Source: an optimization exercise on an open RTL-to-GDS flow (aim: small area). Production flows keep margins and buffers that such runs may drop. Only simulation tests tie the RTL to the original design; equivalence was not proved. The flow treats the clock pin as an ideal source. Dropping or thinning the clock tree relies on that and would not hold on a real chip. Power figures rest on the tool's default switching activity, not on a simulated workload.

==> inputs of build 42 <==
==> flow/design.v <==
module serialclockdvdr(clock, reset, write, read, asel, opb_datain, opb_dataout,
                       m_ss_bar, m_sclk, MOSI_2);
  input         clock, reset;
  input         write, read;
  input  [2:0]  asel;
  input  [15:0] opb_datain;
  output [15:0] opb_dataout;
  output        m_ss_bar, m_sclk, MOSI_2;
  localparam W = 16;    
  reg [W-1:0] n_clk_cycles, clk_hightime, clk_lowtime;
  reg [7:0]  spcr, txbyte;
  reg [15:0] opb_dataout;
  reg        m_sclk, MOSI_2;
  reg [2:0]  cntr_tx;
  reg [2:0]  st;
  reg [W-1:1] c2hi;
  wire [W-1:0] count2 = {c2hi, st == S0};
  reg [W:0]   count3, count4;
  localparam IDLE = 3'd0, D0 = 3'd1, D1 = 3'd2, D2 = 3'd3,
             S1 = 3'd4, S0 = 3'd5, SH = 3'd6, OVF = 3'd7;
  assign m_ss_bar = (st == IDLE);
  always @(posedge clock or posedge reset) begin
    if (reset) begin
      n_clk_cycles <= 0;
      clk_hightime <= 0;
      clk_lowtime <= 0;
      spcr <= 8'h00;
      txbyte <= 8'h00;
    end else if (write) begin
      case (asel)
        3'd0: n_clk_cycles <= opb_datain[W-1:0];
        3'd1: clk_hightime <= opb_datain[W-1:0];
        3'd2: clk_lowtime <= opb_datain[W-1:0];
        3'd3: spcr <= opb_datain[7:0];
        3'd4: txbyte <= opb_datain[7:0];
        default: ;
      endcase
    end
  end
  always @(posedge clock or posedge reset) begin
    if (reset)
      opb_dataout <= 16'h0000;
    else if (read && !asel[2]) begin
      case (asel[1:0])
        2'd0: opb_dataout <= n_clk_cycles;
        2'd1: opb_dataout <= clk_hightime;
        2'd2: opb_dataout <= clk_lowtime;
        default: opb_dataout <= {8'h00, spcr};
      endcase
    end
  end
  function automatic le(input [W-1:0] a, input [W-1:0] b);
    integer i;
    reg c;
    begin
      c = 1'b1;
      for (i = 0; i < W; i = i + 1)
        c = (~a[i] & b[i]) | (~a[i] & c) | (b[i] & c);
      le = c;
    end
  endfunction
  wire c2_le = le(count2, n_clk_cycles);
  wire c3_le = !count3[W] && le(count3[W-1:0], clk_hightime);
  wire c4_le = !count4[W] && le(count4[W-1:0], clk_lowtime);
  wire sclk_rise = !m_sclk && ((st == S1 && c2_le && c3_le) || st == SH);
  always @(posedge clock or posedge reset) begin
    if (reset) begin
      MOSI_2 <= 1'b0;
      cntr_tx <= 3'd0;
    end else if (sclk_rise) begin
      MOSI_2 <= txbyte[3'd7 - cntr_tx];
      cntr_tx <= cntr_tx + 3'd1;
    end
  end
  function automatic [W:0] incr(input [W:0] a, input cin);
    integer i;
    reg c;
    begin
      c = cin;
      for (i = 0; i <= W; i = i + 1) begin
        incr[i] = a[i] ^ c;
        c = a[i] & c;
      end
    end
  endfunction
  wire in_s1 = (st == S1);
  wire in_s0 = (st == S0);
  wire en3 = in_s1 && c2_le;
  wire en4 = in_s0 && c2_le;
  wire [W:0] count3_inc = incr(count3, en3 && c3_le);
  wire [W:0] count4_inc = incr(count4, en4 && c4_le);
  wire [W:0] c2hi_inc = incr({2'b00, c2hi}, en4 && !c4_le);
  always @(posedge clock or posedge reset) begin
    if (reset) begin
      count3 <= 0;
      count4 <= 0;
      c2hi <= 0;
    end else begin
      count3 <= (en3 && !c3_le) ? {(W+1){1'b0}} : count3_inc;
      count4 <= (en4 && !c4_le) ? {(W+1){1'b0}} : count4_inc;
      c2hi <= (st == SH) ? {(W-1){1'b0}} : c2hi_inc[W-2:0];
    end
  end
  always @(posedge clock or posedge reset) begin
    if (reset) begin
      st <= IDLE;
      m_sclk <= 1'b0;
    end else begin
      case (st)
        IDLE: if (write && spcr == 8'h4a) st <= D0;
        D0: st <= D1;
        D1: st <= D2;
        D2: st <= S1;
        S1: begin
          if (c2_le) begin
            if (c3_le) m_sclk <= 1'b1;
            else st <= S0;
          end else
            st <= SH;
        end
        S0: begin
          if (c2_le) begin
            if (c4_le) m_sclk <= 1'b0;
            else st <= (&c2hi) ? OVF : S1;
          end else
            st <= SH;
        end
        SH: begin
          m_sclk <= 1'b1;
          st <= IDLE;
        end
        default: st <= SH;
      endcase
    end
  end
endmodule
module slavebusint(opb_clk, reset, opb_select, opb_rnw, opb_abus, opb_dbus,
                   rd, wr, asel, data_in, data_out, o_sl_dbus);
  input         opb_clk, reset;
  input         opb_select, opb_rnw;
  input  [15:0] opb_abus;
  input  [31:0] opb_dbus;
  input  [15:0] data_out;
  output        rd, wr;
  output [2:0]  asel;
  output [15:0] data_in;
  output [15:0] o_sl_dbus;
  reg        rd;
  reg [2:0]  asel;
  reg [15:0] data_in;
  reg [15:0] o_sl_dbus;
  reg [2:0]  st;
  localparam IDLE = 3'd0, WRITE = 3'd1, DONE = 3'd2, READ = 3'd4,
             RW0 = 3'd5, RW1 = 3'd6, RW2 = 3'd7;
  assign wr = (st == WRITE) || (st == DONE);
  wire avalid = (opb_abus[15:5] == 11'd0) && (opb_abus[1:0] == 2'd0) &&
                !(opb_abus[4] && (opb_abus[3] || opb_abus[2]));
  always @(posedge opb_clk or posedge reset) begin
    if (reset) begin
      rd <= 1'b0;
      asel <= 3'd0;
      data_in <= 16'h0000;
      o_sl_dbus <= 16'h0000;
      st <= IDLE;
    end else begin
      case (st)
        IDLE: begin
          if (opb_select) begin
            asel <= avalid ? opb_abus[4:2] : 3'd7;
            st <= opb_rnw ? READ : WRITE;
          end else
            rd <= 1'b0;
        end
        WRITE: begin
          data_in <= opb_dbus[15:0];
          st <= DONE;
        end
        DONE: begin
          rd <= 1'b0;
          st <= IDLE;
        end
        READ: begin
          rd <= 1'b1;
          o_sl_dbus <= data_out;
          st <= RW0;
        end
        RW0: st <= RW1;
        RW1: st <= RW2;
        RW2: st <= IDLE;
        default: st <= IDLE;
      endcase
    end
  end
endmodule
module top(m_ss_bar,reset,m_sclk,MOSI_2,opb_abus,opb_dbus,opb_select,opb_rnw,opb_clk,opb_dataout);
  input  [31:0] opb_dbus;
  input  [15:0] opb_abus;
  input         opb_clk, reset;
  input         opb_select;
  input         opb_rnw;
  output [31:0] opb_dataout;
  output        m_sclk, m_ss_bar, MOSI_2;
  wire        rd, wr;
  wire [2:0]  asel;
  wire [15:0] wdata;
  wire [15:0] rback;
  wire [15:0] dout;
  slavebusint m3 (
    .opb_clk(opb_clk), .reset(reset),
    .opb_select(opb_select), .opb_rnw(opb_rnw), .opb_abus(opb_abus), .opb_dbus(opb_dbus),
    .rd(rd), .wr(wr), .asel(asel), .data_in(wdata), .data_out(rback), .o_sl_dbus(dout));
  serialclockdvdr m1 (
    .clock(opb_clk), .reset(reset),
    .write(wr), .read(rd), .asel(asel), .opb_datain(wdata), .opb_dataout(rback),
    .m_ss_bar(m_ss_bar), .m_sclk(m_sclk), .MOSI_2(MOSI_2));
  assign opb_dataout = {16'h0000, dout};
endmodule
==> flow/flow/run.sh <==
#!/bin/bash
# Own layout flow: the standard ORFS flow (standard.sh) with three changes that only
# affect how the layout is built:
#  - synthesis runs synth_recipe.tcl unchanged except that ABC maps the logic with an
#    area-oriented script (area.abc) instead of ORFS's speed script; registers are mapped
#    by the same dfflibmap step, so their names and cells are the standard ones;
#  - every input and output port still gets a buffer, but a 1x one (buf_1);
#  - the clock tree uses clkbuf_8 and no dummy loads.
# Each tool's output goes to its own log in this folder (and ORFS's logs under orfs/logs).
set -euo pipefail
W=$(pwd)
sed "s#synth_recipe\.tcl#flow/synth_area.tcl#" standard.sh > run_standard.sh
export MY_ABC_SCRIPT="$W/flow/area.abc"
bash run_standard.sh \
  "BUFFER_PORTS_ARGS=-buffer_cell sky130_fd_sc_hd__buf_1" \
  "CTS_ARGS=-sink_clustering_enable -repair_clock_nets -buf_list sky130_fd_sc_hd__clkbuf_8 -dont_use_dummy_load" \
  finish > "$W/flow_make.log" 2>&1
for f in orfs/logs/*/*/*/*.log; do cp "$f" "$W/log_$(basename "$f")"; done
==> flow/flow/area.abc <==
strash
dc2
dch -f
amap
topo
==> flow/flow/synth_area.tcl <==
# synth_recipe.tcl with one change: ABC's script is $::env(MY_ABC_SCRIPT).
proc synth {args} { yosys synth -nofsm -noshare {*}$args }
proc abc {args} {
  set i [lsearch -exact $args -script]
  if {$i >= 0} { lset args [expr {$i + 1}] $::env(MY_ABC_SCRIPT) }
  yosys abc {*}$args
}
source $::env(SCRIPTS_DIR)/synth.tcl
# left out here: clear keep_hierarchy, flatten, clean up, hide names made inside functions, write 1_2_yosys.v
==> flow/standard.sh <==
#!/bin/bash
# synth_recipe.tcl (not shown) runs the flow's synth.tcl, then flattens the netlist and writes it again
# the make line also repeats each setting of config.mk as NAME=value (left out here)
make -C /OpenROAD-flow-scripts/flow DESIGN_CONFIG=/design/flow/config.mk WORK_HOME=/design/flow/orfs CLKGATE_MAP_FILE= SYNTH_SCRIPT=/design/flow/synth_recipe.tcl "${@:-finish}"
==> flow/config.mk <==
export PLATFORM = sky130hd
export DESIGN_NAME = top
export DESIGN_NICKNAME = top
export VERILOG_FILES = /design/flow/design.v
export SDC_FILE = /design/flow/constraint.sdc
export NUM_CORES = 4
export LEC_CHECK = 0
export CAP_MARGIN = 20
export CORE_MARGIN = 2
export CORE_UTILIZATION = 40
export CTS_BUF_LIST = sky130_fd_sc_hd__clkbuf_8
export SLEW_MARGIN = 20
==> flow/constraint.sdc <==
create_clock -name core_clock -period 10.0 [get_ports {opb_clk}]
set_input_delay 2.0000 -clock core_clock [delete_from_list [all_inputs] [get_ports {opb_clk}]]
set_output_delay 2.0000 -clock core_clock [all_outputs]
set_load 0.01 [all_outputs]
==> build 66 (differences from build 42) <==
--- a/flow/design.v
+++ b/flow/design.v
@@ -12,12 +12,15 @@
   reg [15:0] opb_dataout;
   reg        m_sclk, MOSI_2;
   reg [2:0]  cntr_tx;
-  reg [2:0]  st;
+  reg        st2, st1, st0;
+  wire [2:0] st = {st2, st1, st0};
+  reg [2:0]  st_nx;
+  reg        sclk_nx;
   reg [W-1:1] c2hi;
   wire [W-1:0] count2 = {c2hi, st == S0};
   reg [W:0]   count3, count4;
-  localparam IDLE = 3'd0, D0 = 3'd1, D1 = 3'd2, D2 = 3'd3,
-             S1 = 3'd4, S0 = 3'd5, SH = 3'd6, OVF = 3'd7;
+  localparam IDLE = 3'd0, D0 = 3'd1, D1 = 3'd3, D2 = 3'd7,
+             S1 = 3'd6, S0 = 3'd4, SH = 3'd2, OVF = 3'd5;
   assign m_ss_bar = (st == IDLE);
   always @(posedge clock or posedge reset) begin
     if (reset) begin
@@ -101,36 +104,46 @@
       c2hi <= (st == SH) ? {(W-1){1'b0}} : c2hi_inc[W-2:0];
     end
   end
-  always @(posedge clock or posedge reset) begin
-    if (reset) begin
-      st <= IDLE;
+  always @* begin
+    st_nx = st;
+    sclk_nx = m_sclk;
+    case (st)
+      IDLE: if (write && spcr == 8'h4a) st_nx = D0;
+      D0: st_nx = D1;
+      D1: st_nx = D2;
+      D2: st_nx = S1;
+      S1: begin
+        if (c2_le) begin
+          if (c3_le) sclk_nx = 1'b1;
+          else st_nx = S0;
+        end else
+          st_nx = SH;
+      end
+      S0: begin
+        if (c2_le) begin
+          if (c4_le) sclk_nx = 1'b0;
+          else st_nx = (&c2hi) ? OVF : S1;
+        end else
+          st_nx = SH;
+      end
+      SH: begin
+        sclk_nx = 1'b1;
+        st_nx = IDLE;
+      end
+      default: st_nx = SH;
+    endcase
+  end
+  always @(posedge clock or posedge reset) begin
+    if (reset) begin
+      st2 <= 1'b0;
+      st1 <= 1'b0;
+      st0 <= 1'b0;
       m_sclk <= 1'b0;
     end else begin
-      case (st)
-        IDLE: if (write && spcr == 8'h4a) st <= D0;
-        D0: st <= D1;
-        D1: st <= D2;
-        D2: st <= S1;
-        S1: begin
-          if (c2_le) begin
-            if (c3_le) m_sclk <= 1'b1;
-            else st <= S0;
-          end else
-            st <= SH;
-        end
-        S0: begin
-          if (c2_le) begin
-            if (c4_le) m_sclk <= 1'b0;
-            else st <= (&c2hi) ? OVF : S1;
-          end else
-            st <= SH;
-        end
-        SH: begin
-          m_sclk <= 1'b1;
-          st <= IDLE;
-        end
-        default: st <= SH;
-      endcase
+      st2 <= st_nx[2];
+      st1 <= st_nx[1];
+      st0 <= st_nx[0];
+      m_sclk <= sclk_nx;
     end
   end
 endmodule
==> flow/flow/run.sh (replaced) <==
#!/bin/bash
# Own layout flow: the standard ORFS flow (standard.sh) with changes that only
# affect how the layout is built:
#  - synthesis runs synth_recipe.tcl unchanged except that ABC maps the logic with an
#    area-oriented script (area.abc) instead of ORFS's speed script, and ORFS's
#    half/full-adder extraction is skipped so that ABC maps the adders too; registers
#    are mapped by the same dfflibmap step, so their names and cells are the standard ones;
#  - every input and output port still gets a buffer, but a 1x one (buf_1);
#  - constant outputs share one tie cell (SKIP_REPAIR_TIE_FANOUT);
#  - the clock tree is built by manual_cts.tcl (a PRE_CTS hook that replaces TritonCTS):
#    two root buffers and ten leaf buffers, each leaf driving the flip-flops of one
#    region; all flip-flops sit at the same depth, so the clock reaches them together.
# Each tool's output goes to its own log in this folder (and ORFS's logs under orfs/logs).
set -euo pipefail
W=$(pwd)
sed "s#synth_recipe\.tcl#flow/synth_area.tcl#" standard.sh > run_standard.sh
export MY_ABC_SCRIPT="$W/flow/area.abc"
bash run_standard.sh \
  ADDER_MAP_FILE= SKIP_REPAIR_TIE_FANOUT=1 \
  "BUFFER_PORTS_ARGS=-buffer_cell sky130_fd_sc_hd__buf_1" \
  "PRE_CTS_TCL=$W/flow/manual_cts.tcl" \
  finish > "$W/flow_make.log" 2>&1
for f in orfs/logs/*/*/*/*.log; do cp "$f" "$W/log_$(basename "$f")"; done
==> flow/flow/area.abc (replaced) <==
strash
dc2
dch -f
amap -m
topo
==> flow/flow/manual_cts.tcl (new file) <==
# Clock tree built here in place of TritonCTS (cts.tcl calls clock_tree_synthesis):
# the flip-flops are split into 5 x 2 groups of equal size
# (by x, then by y), each driven by one leaf buffer placed at the group's centre; the
# leaves are driven by 2 root buffers, which the clock port drives.
proc mcts_split {items index parts} {
  set s [lsort -integer -index $index $items]
  set n [llength $s]
  set out {}
  for {set k 0} {$k < $parts} {incr k} {
    set a [expr {($k * $n) / $parts}]
    set b [expr {(($k + 1) * $n) / $parts - 1}]
    lappend out [lrange $s $a $b]
  }
  return $out
}

proc mcts_buffer {block master name in_net items} {
  set sx 0; set sy 0
  foreach s $items { incr sx [lindex $s 1]; incr sy [lindex $s 2] }
  set cx [expr {$sx / [llength $items]}]
  set cy [expr {$sy / [llength $items]}]
  set inst [odb::dbInst_create $block $master $name]
  set net [odb::dbNet_create $block "${name}_net"]
  $net setSigType CLOCK
  foreach s $items {
    set it [lindex $s 0]
    $it disconnect
    $it connect $net
  }
  [$inst findITerm A] connect $in_net
  [$inst findITerm X] connect $net
  $inst setLocation $cx $cy
  $inst setPlacementStatus PLACED
  puts "manual cts: $name ([$master getName]) at ($cx, $cy) drives [llength $items] pins"
  return [list [$inst findITerm A] $cx $cy]
}

proc clock_tree_synthesis {args} {
  set cols 5
  set rows 2
  set roots 2
  set db [ord::get_db]
  set block [ord::get_db_block]
  set leaf [$db findMaster sky130_fd_sc_hd__clkbuf_8]
  set root [$db findMaster sky130_fd_sc_hd__clkbuf_4]
  set clk [$block findNet opb_clk]
  set sinks {}
  foreach it [$clk getITerms] {
    set bb [[$it getInst] getBBox]
    lappend sinks [list $it [expr {([$bb xMin] + [$bb xMax]) / 2}] [expr {([$bb yMin] + [$bb yMax]) / 2}]]
  }
  set leaves {}
  set i 0
  foreach col [mcts_split $sinks 1 $cols] {
    foreach g [mcts_split $col 2 $rows] {
      lappend leaves [mcts_buffer $block $leaf "clkbuf_leaf_$i" $clk $g]
      incr i
    }
  }
  if {$roots > 0} {
    set i 0
    foreach g [mcts_split $leaves 1 $roots] {
      mcts_buffer $block $root "clkbuf_root_$i" $clk $g
      incr i
    }
  }
  set_propagated_clock [all_clocks]
}
- CORE_UTILIZATION: 40 -> 70
- CTS_BUF_LIST: sky130_fd_sc_hd__clkbuf_8 -> default
==> build 64 (differences from build 42) <==
--- a/flow/design.v
+++ b/flow/design.v
@@ -12,12 +12,15 @@
   reg [15:0] opb_dataout;
   reg        m_sclk, MOSI_2;
   reg [2:0]  cntr_tx;
-  reg [2:0]  st;
+  reg        st2, st1, st0;
+  wire [2:0] st = {st2, st1, st0};
+  reg [2:0]  st_nx;
+  reg        sclk_nx;
   reg [W-1:1] c2hi;
   wire [W-1:0] count2 = {c2hi, st == S0};
   reg [W:0]   count3, count4;
-  localparam IDLE = 3'd0, D0 = 3'd1, D1 = 3'd2, D2 = 3'd3,
-             S1 = 3'd4, S0 = 3'd5, SH = 3'd6, OVF = 3'd7;
+  localparam IDLE = 3'd0, D0 = 3'd1, D1 = 3'd3, D2 = 3'd7,
+             S1 = 3'd6, S0 = 3'd4, SH = 3'd2, OVF = 3'd5;
   assign m_ss_bar = (st == IDLE);
   always @(posedge clock or posedge reset) begin
     if (reset) begin
@@ -101,36 +104,46 @@
       c2hi <= (st == SH) ? {(W-1){1'b0}} : c2hi_inc[W-2:0];
     end
   end
-  always @(posedge clock or posedge reset) begin
-    if (reset) begin
-      st <= IDLE;
+  always @* begin
+    st_nx = st;
+    sclk_nx = m_sclk;
+    case (st)
+      IDLE: if (write && spcr == 8'h4a) st_nx = D0;
+      D0: st_nx = D1;
+      D1: st_nx = D2;
+      D2: st_nx = S1;
+      S1: begin
+        if (c2_le) begin
+          if (c3_le) sclk_nx = 1'b1;
+          else st_nx = S0;
+        end else
+          st_nx = SH;
+      end
+      S0: begin
+        if (c2_le) begin
+          if (c4_le) sclk_nx = 1'b0;
+          else st_nx = (&c2hi) ? OVF : S1;
+        end else
+          st_nx = SH;
+      end
+      SH: begin
+        sclk_nx = 1'b1;
+        st_nx = IDLE;
+      end
+      default: st_nx = SH;
+    endcase
+  end
+  always @(posedge clock or posedge reset) begin
+    if (reset) begin
+      st2 <= 1'b0;
+      st1 <= 1'b0;
+      st0 <= 1'b0;
       m_sclk <= 1'b0;
     end else begin
-      case (st)
-        IDLE: if (write && spcr == 8'h4a) st <= D0;
-        D0: st <= D1;
-        D1: st <= D2;
-        D2: st <= S1;
-        S1: begin
-          if (c2_le) begin
-            if (c3_le) m_sclk <= 1'b1;
-            else st <= S0;
-          end else
-            st <= SH;
-        end
-        S0: begin
-          if (c2_le) begin
-            if (c4_le) m_sclk <= 1'b0;
-            else st <= (&c2hi) ? OVF : S1;
-          end else
-            st <= SH;
-        end
-        SH: begin
-          m_sclk <= 1'b1;
-          st <= IDLE;
-        end
-        default: st <= SH;
-      endcase
+      st2 <= st_nx[2];
+      st1 <= st_nx[1];
+      st0 <= st_nx[0];
+      m_sclk <= sclk_nx;
     end
   end
 endmodule
--- a/flow/flow/run.sh
+++ b/flow/flow/run.sh
@@ -4,6 +4,7 @@
 #  - synthesis runs synth_recipe.tcl unchanged except that ABC maps the logic with an
 #    area-oriented script (area.abc) instead of ORFS's speed script; registers are mapped
 #    by the same dfflibmap step, so their names and cells are the standard ones;
+#    ORFS's half/full-adder extraction is also skipped so that ABC maps adders too;
 #  - every input and output port still gets a buffer, but a 1x one (buf_1);
 #  - the clock tree uses clkbuf_8 and no dummy loads.
 # Each tool's output goes to its own log in this folder (and ORFS's logs under orfs/logs).
@@ -12,6 +13,7 @@
 sed "s#synth_recipe\.tcl#flow/synth_area.tcl#" standard.sh > run_standard.sh
 export MY_ABC_SCRIPT="$W/flow/area.abc"
 bash run_standard.sh \
+  ADDER_MAP_FILE= SKIP_REPAIR_TIE_FANOUT=1 \
   "BUFFER_PORTS_ARGS=-buffer_cell sky130_fd_sc_hd__buf_1" \
   "CTS_ARGS=-sink_clustering_enable -repair_clock_nets -buf_list sky130_fd_sc_hd__clkbuf_8 -dont_use_dummy_load" \
   finish > "$W/flow_make.log" 2>&1
==> flow/flow/area.abc (replaced) <==
strash
dc2
dch -f
amap -m
topo
- CORE_UTILIZATION: 40 -> 70
==> trial 54 (differences from build 42) <==
--- a/flow/design.v
+++ b/flow/design.v
@@ -12,12 +12,15 @@
   reg [15:0] opb_dataout;
   reg        m_sclk, MOSI_2;
   reg [2:0]  cntr_tx;
-  reg [2:0]  st;
+  reg        st2, st1, st0;
+  wire [2:0] st = {st2, st1, st0};
+  reg [2:0]  st_nx;
+  reg        sclk_nx;
   reg [W-1:1] c2hi;
   wire [W-1:0] count2 = {c2hi, st == S0};
   reg [W:0]   count3, count4;
-  localparam IDLE = 3'd0, D0 = 3'd1, D1 = 3'd2, D2 = 3'd3,
-             S1 = 3'd4, S0 = 3'd5, SH = 3'd6, OVF = 3'd7;
+  localparam IDLE = 3'd0, D0 = 3'd1, D1 = 3'd3, D2 = 3'd7,
+             S1 = 3'd6, S0 = 3'd4, SH = 3'd2, OVF = 3'd5;
   assign m_ss_bar = (st == IDLE);
   always @(posedge clock or posedge reset) begin
     if (reset) begin
@@ -101,36 +104,46 @@
       c2hi <= (st == SH) ? {(W-1){1'b0}} : c2hi_inc[W-2:0];
     end
   end
-  always @(posedge clock or posedge reset) begin
-    if (reset) begin
-      st <= IDLE;
+  always @* begin
+    st_nx = st;
+    sclk_nx = m_sclk;
+    case (st)
+      IDLE: if (write && spcr == 8'h4a) st_nx = D0;
+      D0: st_nx = D1;
+      D1: st_nx = D2;
+      D2: st_nx = S1;
+      S1: begin
+        if (c2_le) begin
+          if (c3_le) sclk_nx = 1'b1;
+          else st_nx = S0;
+        end else
+          st_nx = SH;
+      end
+      S0: begin
+        if (c2_le) begin
+          if (c4_le) sclk_nx = 1'b0;
+          else st_nx = (&c2hi) ? OVF : S1;
+        end else
+          st_nx = SH;
+      end
+      SH: begin
+        sclk_nx = 1'b1;
+        st_nx = IDLE;
+      end
+      default: st_nx = SH;
+    endcase
+  end
+  always @(posedge clock or posedge reset) begin
+    if (reset) begin
+      st2 <= 1'b0;
+      st1 <= 1'b0;
+      st0 <= 1'b0;
       m_sclk <= 1'b0;
     end else begin
-      case (st)
-        IDLE: if (write && spcr == 8'h4a) st <= D0;
-        D0: st <= D1;
-        D1: st <= D2;
-        D2: st <= S1;
-        S1: begin
-          if (c2_le) begin
-            if (c3_le) m_sclk <= 1'b1;
-            else st <= S0;
-          end else
-            st <= SH;
-        end
-        S0: begin
-          if (c2_le) begin
-            if (c4_le) m_sclk <= 1'b0;
-            else st <= (&c2hi) ? OVF : S1;
-          end else
-            st <= SH;
-        end
-        SH: begin
-          m_sclk <= 1'b1;
-          st <= IDLE;
-        end
-        default: st <= SH;
-      endcase
+      st2 <= st_nx[2];
+      st1 <= st_nx[1];
+      st0 <= st_nx[0];
+      m_sclk <= sclk_nx;
     end
   end
 endmodule
--- a/flow/flow/run.sh
+++ b/flow/flow/run.sh
@@ -4,6 +4,7 @@
 #  - synthesis runs synth_recipe.tcl unchanged except that ABC maps the logic with an
 #    area-oriented script (area.abc) instead of ORFS's speed script; registers are mapped
 #    by the same dfflibmap step, so their names and cells are the standard ones;
+#    ORFS's half/full-adder extraction is also skipped so that ABC maps adders too;
 #  - every input and output port still gets a buffer, but a 1x one (buf_1);
 #  - the clock tree uses clkbuf_8 and no dummy loads.
 # Each tool's output goes to its own log in this folder (and ORFS's logs under orfs/logs).
@@ -12,6 +13,7 @@
 sed "s#synth_recipe\.tcl#flow/synth_area.tcl#" standard.sh > run_standard.sh
 export MY_ABC_SCRIPT="$W/flow/area.abc"
 bash run_standard.sh \
+  ADDER_MAP_FILE= \
   "BUFFER_PORTS_ARGS=-buffer_cell sky130_fd_sc_hd__buf_1" \
   "CTS_ARGS=-sink_clustering_enable -repair_clock_nets -buf_list sky130_fd_sc_hd__clkbuf_8 -dont_use_dummy_load" \
   finish > "$W/flow_make.log" 2>&1
==> flow/flow/area.abc (replaced) <==
strash
dc2
dch -f
amap -m
topo
==> notes <==
The highest clock skew belongs to build 64, the lowest to build 66. Count of clock-buffer cells in the layout is the same in trial 54 and build 64. Combinational power is about the same in build 64 and trial 54. Worst hold slack is about the same in build 64 and build 42. Via count: build 42 < trial 54 < build 66 < build 64. In build 64 the cell count is lower than in build 42, by about 9%. Clock power: build 66 is lower than build 64 (18%). Utilization, highest first: build 64, build 66, trial 54, build 42. First-iteration DRC count, highest first: build 66, build 64, trial 54, build 42. Synthesized cell count is the same in build 66 and build 64. In build 64 the sequential share of layout area is lower than in build 66, by 0.54 points.
In build 66 the design's own scripts or RTL, not TritonCTS, make the clock network.

port drivers added, routing unchanged:
The results above use ideal ports. As a check the final layouts listed here were re-extracted and re-timed, cells and wires unchanged.
Step 1, drivers: a clkbuf_16 drives opb_clk and a buf_2 each remaining input, both assumed.
Step 2 times the ports against the registers' clock, not the clock port: input delays grow and output delays shrink by t, the midpoint of the rising clock arrivals with the driver on.
a / b / c = ideal ports / drivers / drivers and shift; a / b = the first two.
run | t (ns) | setup WS [ns] | worst hold slack (ns) | worst setup path after step 2 | worst register clock-pin slew, ns
build 42 | 0.491 | 3.282 / 3.282 / 3.282 | 0.482 / 0.482 / 0.482 | register to register | 0.09 / 0.09
build 66 | 0.445 | 4.146 / 4.146 / 4.146 | 0.487 / 0.487 / 0.487 | register to register | 0.11 / 0.11
build 64 | 0.485 | 4.172 / 4.172 / 4.172 | 0.481 / 0.481 / 0.481 | register to register | 0.09 / 0.09
trial 54 | 0.483 | 4.355 / 4.355 / 4.355 | 0.474 / 0.474 / 0.474 | register to register | 0.09 / 0.09
After both steps every run listed still meets setup and hold.
